Context: an optimization exercise on an open-source flow, tuned for small area. The choices shown serve that exercise and are no tape-out recipe. At most, simulation tests tie the RTL to the original design; equivalence was not proved. Power is estimated from default activity; no workload was simulated.

==> flow/design.v (excerpt) <==
module programmer (
	input 			sys_clk,
	input 			sys_nrst,
	input 			MISO,
	output			MOSI,
	output			SCK,
	output 			NSS,
	input [15:0] 	command,
	input 			out_fifo_empty,
	input [15:0]	out_fifo_rd_data,
	output			out_fifo_rd_en,
	output reg 		program_done,
	output reg 		verify_done,
	output reg 		program_error,
	output reg 		spi_violation_err,
	output reg 		spi_process_err
);
==> flow/config.mk <==
export PLATFORM = sky130hd
export DESIGN_NAME = programmer
export DESIGN_NICKNAME = programmer
export VERILOG_FILES = /design/flow/design.v
export SDC_FILE = /design/flow/constraint.sdc
export NUM_CORES = 4
export LEC_CHECK = 0
export ABC_AREA = 1
export CAP_MARGIN = 20
export CORE_MARGIN = 2
export CORE_UTILIZATION = 70
export CTS_BUF_LIST = sky130_fd_sc_hd__clkbuf_16
export CTS_CLUSTER_DIAMETER = 150
export CTS_CLUSTER_SIZE = 25
export PLACE_DENSITY = 0.8
export SLEW_MARGIN = 20
==> flow/constraint.sdc <==
create_clock -name core_clock -period 8.0 [get_ports {sys_clk}]
set_input_delay 1.6000 -clock core_clock [delete_from_list [all_inputs] [get_ports {sys_clk}]]
set_output_delay 1.6000 -clock core_clock [all_outputs]
set_load 0.01 [all_outputs]
standard.sh (not shown) runs the stock make flow with config.mk's settings and CLKGATE_MAP_FILE= SYNTH_SCRIPT=/design/flow/synth_recipe.tcl, a recipe that flattens the netlist after the stock synthesis.
==> flow/flow/run.sh <==
#!/bin/bash
# The standard layout (standard.sh, unchanged synthesis) with two changes:
#  - the input and output port buffers are the smallest buffer (buf_1);
#  - clock tree synthesis adds no dummy loads.
# Each tool's full output goes to the ORFS logs under orfs/logs; make's own
# output goes to standard.log here.
export BUFFER_PORTS_ARGS="-buffer_cell sky130_fd_sc_hd__buf_1"
export CTS_ARGS="-sink_clustering_enable -repair_clock_nets -sink_clustering_size 25 -sink_clustering_max_diameter 150 -buf_list sky130_fd_sc_hd__clkbuf_16 -dont_use_dummy_load"
bash standard.sh > standard.log 2>&1
The first run finished with timing, DRC and antenna clean.
Rerun with:
--- a/flow/design.v
+++ b/flow/design.v
@@ -98,29 +98,30 @@
 reg			wpend;		 
 reg			rd_late;	 
 wire [3:0]	wp_prev = wp[3:0] - 1'b1;
 wire [3:0]	rp_prev = rp[3:0] - 1'b1;
 wire		mem_we  = sys_nrst && !fifo_sync_rst && fifo_wr_en;
 wire		we_now  = mem_we && (wp[0] ^ ph[0]);
 wire		rd_now  = !(rp[0] ^ ph[0]);		 
 wire [2:0]	rd_ring = rd_late ? rp_prev[3:1] : rp[3:1];
 reg [7:0]	ring_we;
-integer		ri, si;
+integer		ri;
 always @(*) begin
 	for (ri = 0; ri < 8; ri = ri + 1)
 		ring_we[ri] = (we_now && wp[3:1] == ri) || (wpend && wp_prev[3:1] == ri);
 	fifo_q = 16'b0;
 	for (ri = 0; ri < 8; ri = ri + 1)
 		fifo_q = fifo_q | (sa[ri*16 +: 16] & {16{!fifo_zero && rd_ring == ri}});
 end
+wire [15:0]	pb_eff = rd_late ? fifo_q : pb;
 wire		wait_end  = tm[7] & tm[6] & tm[3];	 
 wire		tm_end    = tm[5] & tm[3] & tm[2] & tm[1] & tm[0];	 
-wire [7:0]	pb_byte   = rd_late ? fifo_q[7:0] : cnt[0] ? pb[15:8] : pb[7:0];
+wire [7:0]	pb_byte   = cnt[0] ? pb_eff[15:8] : pb_eff[7:0];
 always @(posedge sys_clk) begin
 	if (nss_r) begin
 		sck_r <= 1'b1;
 		tm <= 0;
 		mosi_r <= 0;
 		bit_cnt <= 0;
 	end
 	else begin
 		if (bit_cnt[3] & !tx)
@@ -551,17 +552,17 @@
 	if (hit_c)
 		is_one <= (ring_in == 22'd1);
 	if (!sys_nrst)
 		ph <= 0;
 	else
 		ph <= ph + 1'b1;
 	if (!sys_nrst || ring_dec)
 		pend_dec <= 0;
 	sb <= sa;
-	for (si = 0; si < 8; si = si + 1)
-		sa[si*16 +: 16] <= ring_we[si] ? fb : sb[si*16 +: 16];
+	for (ri = 0; ri < 8; ri = ri + 1)
+		sa[ri*16 +: 16] <= ring_we[ri] ? fb : sb[ri*16 +: 16];
 	wpend <= sys_nrst && mem_we && !(wp[0] ^ ph[0]);
 	rd_late <= sys_nrst && fifo_rd_en && !rd_now;
 	if (rd_late)
 		pb <= fifo_q;
 end
 endmodule
What happened:
- worst setup slack gets better by 0.50 ns
- register-to-register slack got worse by 0.44 ns
- final area grows slightly
- worst hold slack loses 0.0096 ns
- first-iteration DRC count is higher by a few percent
- power hardly moves
- area after synthesis barely changes
- final cell count climbs by a few percent

---

Setup of run a:
programmer, a different RTL version from the one above (not shown whole).
Size: roughly 2,500 cells after synthesis, about 510 flip-flops, roughly 21,000 µm² of cells after synthesis.
==> flow/config.mk <==
export PLATFORM = sky130hd
export DESIGN_NAME = programmer
export DESIGN_NICKNAME = programmer
export VERILOG_FILES = /design/flow/design.v
export SDC_FILE = /design/flow/constraint.sdc
export NUM_CORES = 4
export LEC_CHECK = 0
export ABC_AREA = 1
export CAP_MARGIN = 20
export CORE_MARGIN = 2
export CORE_UTILIZATION = 70
export CTS_BUF_LIST = sky130_fd_sc_hd__clkbuf_16
export CTS_CLUSTER_DIAMETER = 150
export CTS_CLUSTER_SIZE = 25
export PLACE_DENSITY = 0.8
export SLEW_MARGIN = 20
==> flow/constraint.sdc <==
create_clock -name core_clock -period 8.0 [get_ports {sys_clk}]
set_input_delay 1.6000 -clock core_clock [delete_from_list [all_inputs] [get_ports {sys_clk}]]
set_output_delay 1.6000 -clock core_clock [all_outputs]
set_load 0.01 [all_outputs]
==> flow/flow/run.sh <==
#!/bin/bash
# The standard layout (standard.sh, unchanged synthesis) with two changes:
#  - the input and output port buffers are the smallest buffer (buf_1);
#  - clock tree synthesis adds no dummy loads.
# Each tool's full output goes to the ORFS logs under orfs/logs; make's own
# output goes to standard.log here.
export BUFFER_PORTS_ARGS="-buffer_cell sky130_fd_sc_hd__buf_1"
export CTS_ARGS="-sink_clustering_enable -repair_clock_nets -sink_clustering_size 28 -sink_clustering_max_diameter 120 -buf_list sky130_fd_sc_hd__clkbuf_16 -dont_use_dummy_load"
bash standard.sh > standard.log 2>&1
No stage failed in run a, and the final checks on the layout all came back clean.
Here is what was changed in the inputs of run b compared with run a.
diff --git a/flow/design.v b/flow/design.v
--- a/flow/design.v
+++ b/flow/design.v
@@ -156,40 +156,37 @@
 		spi_process_err <= 0;
 		program_error <= 0;
 		verify_done <= 0;
 		ps <= P_IDLE;
 		pre <= R_STEP;
 		program_done <= 0;
 	end
 	else begin
 		if (tx) begin
 			if (bit_cnt[3]) begin
 				tx <= 0;
-				wt <= spi_enable;
+				wt <= 1'b1;
 			end
 		end
 		else if (wt) begin
 			if (spi_enable & spi_wr_req) begin
 				wt <= 0;
 				tx <= 1'b1;
 			end
 			else if (!spi_enable)
 				wt <= 0;
 		end
 		else begin
 			if (spi_enable) begin
 				nss_r <= 0;
-				if (spi_wr_req)
-					tx <= 1'b1;
-				else
-					wt <= 1'b1;
+				tx <= 1'b1;
 			end
 			else
 				nss_r <= 1'b1;
 		end
 		if (fifo_sync_rst) begin
 			wp <= 0;
 			rp <= 0;
 		end
 		else begin
 			if (fifo_wr_en)
 				wp <= wp + 1'b1;
@@ -291,23 +288,23 @@
 		case (pre)
 			R_W1, R_W2: begin
 				if (wait_end) begin
 					tm <= 0;
 					pre <= (pre == R_W1) ? R_HWS : R_STEP;
 				end
 				else
 					tm <= tm + 1'b1;
 			end
 			R_HWS: begin
 				if (!spi_enable) begin
-					if (!tx) begin
+					begin	 
 						spi_enable <= 1'b1;
 						spi_wr_req <= 1'b1;
 						sh <= 8'h00;
 					end
 				end
 				else if (done) begin
 					spi_enable <= 0;
 					if (sh[2] | sh[3]) begin
 						spi_violation_err <= sh[2];
 						spi_process_err <= sh[3];
 						program_error <= 1'b1;
@@ -321,72 +318,70 @@
 				end
 			end
 			default: begin
 				case (ps)
 					P_IDLE: begin
 						if (start_program) begin
 							program_done <= 0;
 							program_error <= 0;
 							ps <= P_ISCEN;
 							pre <= R_HWS;
 						end
-						else
-							spi_enable <= 0;
 					end
 					P_ISCEN: begin
 						if (!spi_enable) begin
-							if (!tx) begin
+							begin	 
 								spi_enable <= 1'b1;
 								spi_wr_req <= 1'b1;
 								sh <= 8'h0B;
 								cnt <= 0;
 							end
 						end
 						else if (done) begin
 							if (!cnt[2]) begin
 								cnt <= cnt + 1'b1;
 								spi_wr_req <= 1'b1;
 								sh <= {2'b00, cnt[1] & cnt[0], 1'b0, cnt[1] & cnt[0], 2'b00, cnt[1] ~^ cnt[0]};	 
 							end
 							else begin
 								spi_enable <= 0;
 								tm <= 0;
 								ps <= P_ISCST;
 								pre <= R_W1;
 							end
 						end
 					end
 					P_ISCST: begin
 						if (!spi_enable) begin
-							if (!tx) begin
+							begin	 
 								spi_enable <= 1'b1;
 								spi_wr_req <= 1'b1;
 								sh <= 8'h01;
 							end
 						end
 						else if (done) begin
 							spi_enable <= 0;
 							if (sh[0]) begin
 								program_error <= 1'b1;
 								ps <= P_IDLE;
 							end
 							else begin
 								tm <= 0;
 								ps <= P_FINIT;
 								pre <= R_W1;
 							end
 						end
 					end
 					P_FINIT: begin
 						if (!spi_enable) begin
-							if (!tx) begin
+							begin	 
 								spi_enable <= 1'b1;
 								spi_wr_req <= 1'b1;
 								sh <= 8'hAE;
 								cnt <= 0;
 							end
 						end
 						else if (done) begin
 							if (!cnt[0]) begin
 								cnt <= cnt + 1'b1;
 								spi_wr_req <= 1'b1;
 								sh <= {6'b0, cr[3:2]};
@@ -519,23 +514,23 @@
 							end
 							else begin
 								spi_wr_req <= 1'b1;
 								sh <= 8'h00;
 								if (cnt[0])
 									ps <= P_DRDF;
 							end
 						end
 					end
 					P_ISCDIS, P_REL: begin
 						if (!spi_enable) begin
-							if (spi_free) begin
+							begin	 
 								spi_enable <= 1'b1;
 								spi_wr_req <= 1'b1;
 								sh <= (ps == P_ISCDIS) ? 8'h0C : 8'h23;
 							end
 						end
 						else if (done) begin
 							spi_enable <= 0;
 							if (ps == P_ISCDIS) begin
 								tm <= 0;
 								ps <= P_REL;
 								pre <= R_W1;
Notes after the runs:
Run b closes out successfully: all stages finished, all timing, DRC and antenna checks passed. Run a: PASS, flow complete, no timing, DRC or antenna violations. Looking at capturing instance or port of the critical path, the sa[42]$_DFF_P_ result is from run a; the sa[38]$_DFF_P_ one comes from run b. Compared with run a, run b shows count of plain and timing-repair buffers in the layout lower by 2. Delta (run b minus run a): global placement routability congestion moved up; share of the final layout cell area in sequential cells held steady; vias per cell shows no meaningful change. Per the comparison of run b with run a, hold slack shows a reduction of 0.013 ns; upper clock frequency limit shows a reduction of about 1.6%; synthesis-to-finish area growth shows a reduction of 0.23 points; data-path buffer share of cell area in the final layout shows a reduction of 0.16 points.
Only the layout flow was run in run b; the RTL was not checked for function there.

-- re-timing with driven ports --
The flow's constraints put no driver on any port. The routed layouts listed below were extracted and timed again, unchanged, in two steps. Step 1, drivers: a clkbuf_16 drives sys_clk and a buf_2 each remaining input, both assumed. Step 2, shift: input delay + t, output delay - t, t = (earliest + latest rising clock arrival at the registers) / 2. This alone moves slack from input paths to output paths. Slacks: no drivers / after step 1 / after step 2; pairs: no drivers / after step 1.
run	shift t [ns]	slack for setup (ns)	latest minus earliest clock arrival (ns)	worst slew at a driven data input, ns
the first run of note 1	0.609	3.197 / 3.226 / 2.617	0.061 / 0.061	0.04
the second run of note 1	0.608	3.698 / 3.698 / 3.407	0.078 / 0.078	0.03
run a	0.595	3.600 / 3.612 / 3.031	0.057 / 0.057	0.04
run b	0.599	3.530 / 3.560 / 2.961	0.072 / 0.071	0.05
After both steps every run listed still meets setup and hold. The setup slack of the first run of note 1, which loses most, moves by +0.029 ns with the drivers and by -0.580 ns with both steps.
